From an optimization exercise on the open Yosys and OpenROAD flow, aimed at small area; shortcuts taken in it are not production practice.
Only simulation tests tie the RTL to the original design; equivalence was not proved.

== run A ==
// fdc1772
module fdc1772 #(
	parameter CLK_EN           = 16'd2000,  
	parameter FD_NUM           = 2,     
	parameter MODEL            = 2,     
	parameter EXT_MOTOR        = 1'b0,  
	parameter INVERT_HEAD_RA   = 1'b0   
) (
	input            clkcpu,  
	input            clk8m_en,
	input      [FD_NUM-1:0] floppy_drive,
	input            floppy_side, 
	input            floppy_reset,
	output           floppy_step,
	input            floppy_motor,
	output           floppy_ready,
	output reg       irq,
	output reg       drq,  
	input      [1:0] cpu_addr,
	input            cpu_sel,
	input            cpu_rw,
	input      [7:0] cpu_din,
	output reg [7:0] cpu_dout,
	input      [2:0] img_type,
	input      [FD_NUM-1:0] img_mounted,  
	input      [FD_NUM-1:0] img_wp,       
	input            img_ds,       
	input     [31:0] img_size,     
	output reg[31:0] sd_lba,
	output reg [FD_NUM-1:0] sd_rd,
	output reg [FD_NUM-1:0] sd_wr,
	input            sd_ack,
	input      [8:0] sd_buff_addr,
	input      [7:0] sd_dout,
	output     [7:0] sd_din,
	input            sd_dout_strobe,
	output     [9:0] fifo_a_addr,   
	output           fifo_a_we,
	input      [7:0] fifo_a_q,
	output     [9:0] fifo_b_addr,   
	output     [7:0] fifo_b_data,
	output           fifo_b_we,
	input      [7:0] fifo_b_q
);
export LEC_CHECK = 0
export CAP_MARGIN = 20
export CORE_MARGIN = 2
export CORE_UTILIZATION = 40
export CTS_BUF_LIST = sky130_fd_sc_hd__clkbuf_16
export CTS_CLUSTER_DIAMETER = 100
export CTS_CLUSTER_SIZE = 30
export GPL_TIMING_DRIVEN = 0
export PLACE_DENSITY = 0.6
export SLEW_MARGIN = 20
create_clock -name core_clock -period 13.0 [get_ports {clkcpu}]
standard.sh (not shown) runs the stock make flow with config.mk's settings and CLKGATE_MAP_FILE= SYNTH_SCRIPT=/design/flow/synth_recipe.tcl, a recipe that flattens the netlist after the stock synthesis.
==> flow/flow/run.sh <==
#!/bin/bash
# The standard layout (the standard.sh, with its standard synthesis),
# except:
#  - the input and output ports are buffered with the smallest buffer
#    (buf_1) instead of the delay buffer buffer_ports picks by default;
#  - clock tree synthesis inserts no dummy loads.
# Each tool's output goes to the logs under orfs/logs; the make output to
# standard.log.
export BUFFER_PORTS_ARGS="-buffer_cell sky130_fd_sc_hd__buf_1"
export CTS_ARGS="-sink_clustering_enable -repair_clock_nets -sink_clustering_size 30 -sink_clustering_max_diameter 100 -buf_list sky130_fd_sc_hd__clkbuf_16 -dont_use_dummy_load"
bash standard.sh > standard.log 2>&1
Changes in run B relative to run A:
diff --git a/flow/flow/run.sh b/flow/flow/run.sh
--- a/flow/flow/run.sh
+++ b/flow/flow/run.sh
@@ -9,3 +9,3 @@
 export BUFFER_PORTS_ARGS="-buffer_cell sky130_fd_sc_hd__buf_1"
-export CTS_ARGS="-sink_clustering_enable -repair_clock_nets -sink_clustering_size 30 -sink_clustering_max_diameter 100 -buf_list sky130_fd_sc_hd__clkbuf_16 -dont_use_dummy_load"
+export CTS_ARGS="-sink_clustering_enable -repair_clock_nets -sink_clustering_size 24 -sink_clustering_max_diameter 80 -buf_list {sky130_fd_sc_hd__clkbuf_8 sky130_fd_sc_hd__clkbuf_16} -dont_use_dummy_load"
 bash standard.sh > standard.log 2>&1
diff --git a/flow/config.mk b/flow/config.mk
--- a/flow/config.mk
+++ b/flow/config.mk
@@ -13,3 +13,2 @@
 export CTS_CLUSTER_SIZE = 30
-export GPL_TIMING_DRIVEN = 0
 export PLACE_DENSITY = 0.6
- Every stage of the flow completed for run B, and the final layout passed the timing, DRC and antenna checks.
- Global-route wire length before repair (run B vs. run A) decreases by more than 10%
- Run B vs run A, post-synthesis to final-layout area growth went down by 2.4 points.
- The higher detailed-routed wire length on met3 of run A and run B is in run A.
- On setup slack of the critical path after layout, the lower figure sits with run A, not run B.
- Between run B and run A, the die area does not differ in any meaningful way.
What run C does differently from run B at the input level:
diff --git a/flow/flow/run.sh b/flow/flow/run.sh
--- a/flow/flow/run.sh
+++ b/flow/flow/run.sh
@@ -9,3 +9,3 @@
 export BUFFER_PORTS_ARGS="-buffer_cell sky130_fd_sc_hd__buf_1"
-export CTS_ARGS="-sink_clustering_enable -repair_clock_nets -sink_clustering_size 24 -sink_clustering_max_diameter 80 -buf_list {sky130_fd_sc_hd__clkbuf_8 sky130_fd_sc_hd__clkbuf_16} -dont_use_dummy_load"
+export CTS_ARGS="-sink_clustering_enable -repair_clock_nets -sink_clustering_size 30 -sink_clustering_max_diameter 100 -buf_list sky130_fd_sc_hd__clkbuf_16 -dont_use_dummy_load"
 bash standard.sh > standard.log 2>&1
diff --git a/flow/config.mk b/flow/config.mk
--- a/flow/config.mk
+++ b/flow/config.mk
@@ -9,3 +9,3 @@
 export CORE_MARGIN = 2
-export CORE_UTILIZATION = 40
+export CORE_UTILIZATION = 55
 export CTS_BUF_LIST = sky130_fd_sc_hd__clkbuf_16
@@ -13,3 +13,3 @@
 export CTS_CLUSTER_SIZE = 30
-export PLACE_DENSITY = 0.6
+export PLACE_DENSITY = 0.7
 export SLEW_MARGIN = 20
Results
- Looking at global-route met2 utilization, run C sits 9.4 points higher than run B does.
- Compared run C vs run B, and fraction of area in registers is up in run C.
- Comparing run B with run C, the global-route congestion overflow total came out essentially unchanged.
- Sort run C and run B by detailed-route wire length, ascending, and run C comes first.
- | number of setup buffers added after CTS | run C vs run B | ≈ equal |

-- afterwards: timing with drivers on the ports --
In the flow no input, the clock included, has a driving cell. The finished layouts below were timed again as built, in two steps. Step 1 sets driving cells, clkbuf_16 on the clock port and buf_2 on the other inputs (assumed; they add their load-dependent delay and slew). Step 2 moves the port delays by t, midway between the first and last clock arrival at a register: inputs arrive t later, outputs are due t later. That takes back most of the time a late clock gives input paths. a / b / c = no drivers / after step 1 / after step 2; a / b = the first two.
run | t (ns) | setup WS [ns] | hold WS [ns] | latest minus earliest clock arrival (ns) | worst slew at a driven data input, ns
run A | 0.653 | 0.308 / 0.276 / 0.087 | 0.398 / 0.398 / 0.398 | 0.061 / 0.061 | 0.05
run B | 0.662 | 0.669 / 0.638 / 0.638 | 0.392 / 0.392 / 0.392 | 0.065 / 0.065 | 0.09
run C | 0.625 | 0.620 / 0.593 / 0.593 | 0.384 / 0.384 / 0.384 | 0.083 / 0.083 | 0.07
After both steps setup and hold are still met in every run listed. The setup slack of run A, which loses most, moves by -0.032 ns with the drivers and by -0.221 ns with both steps.
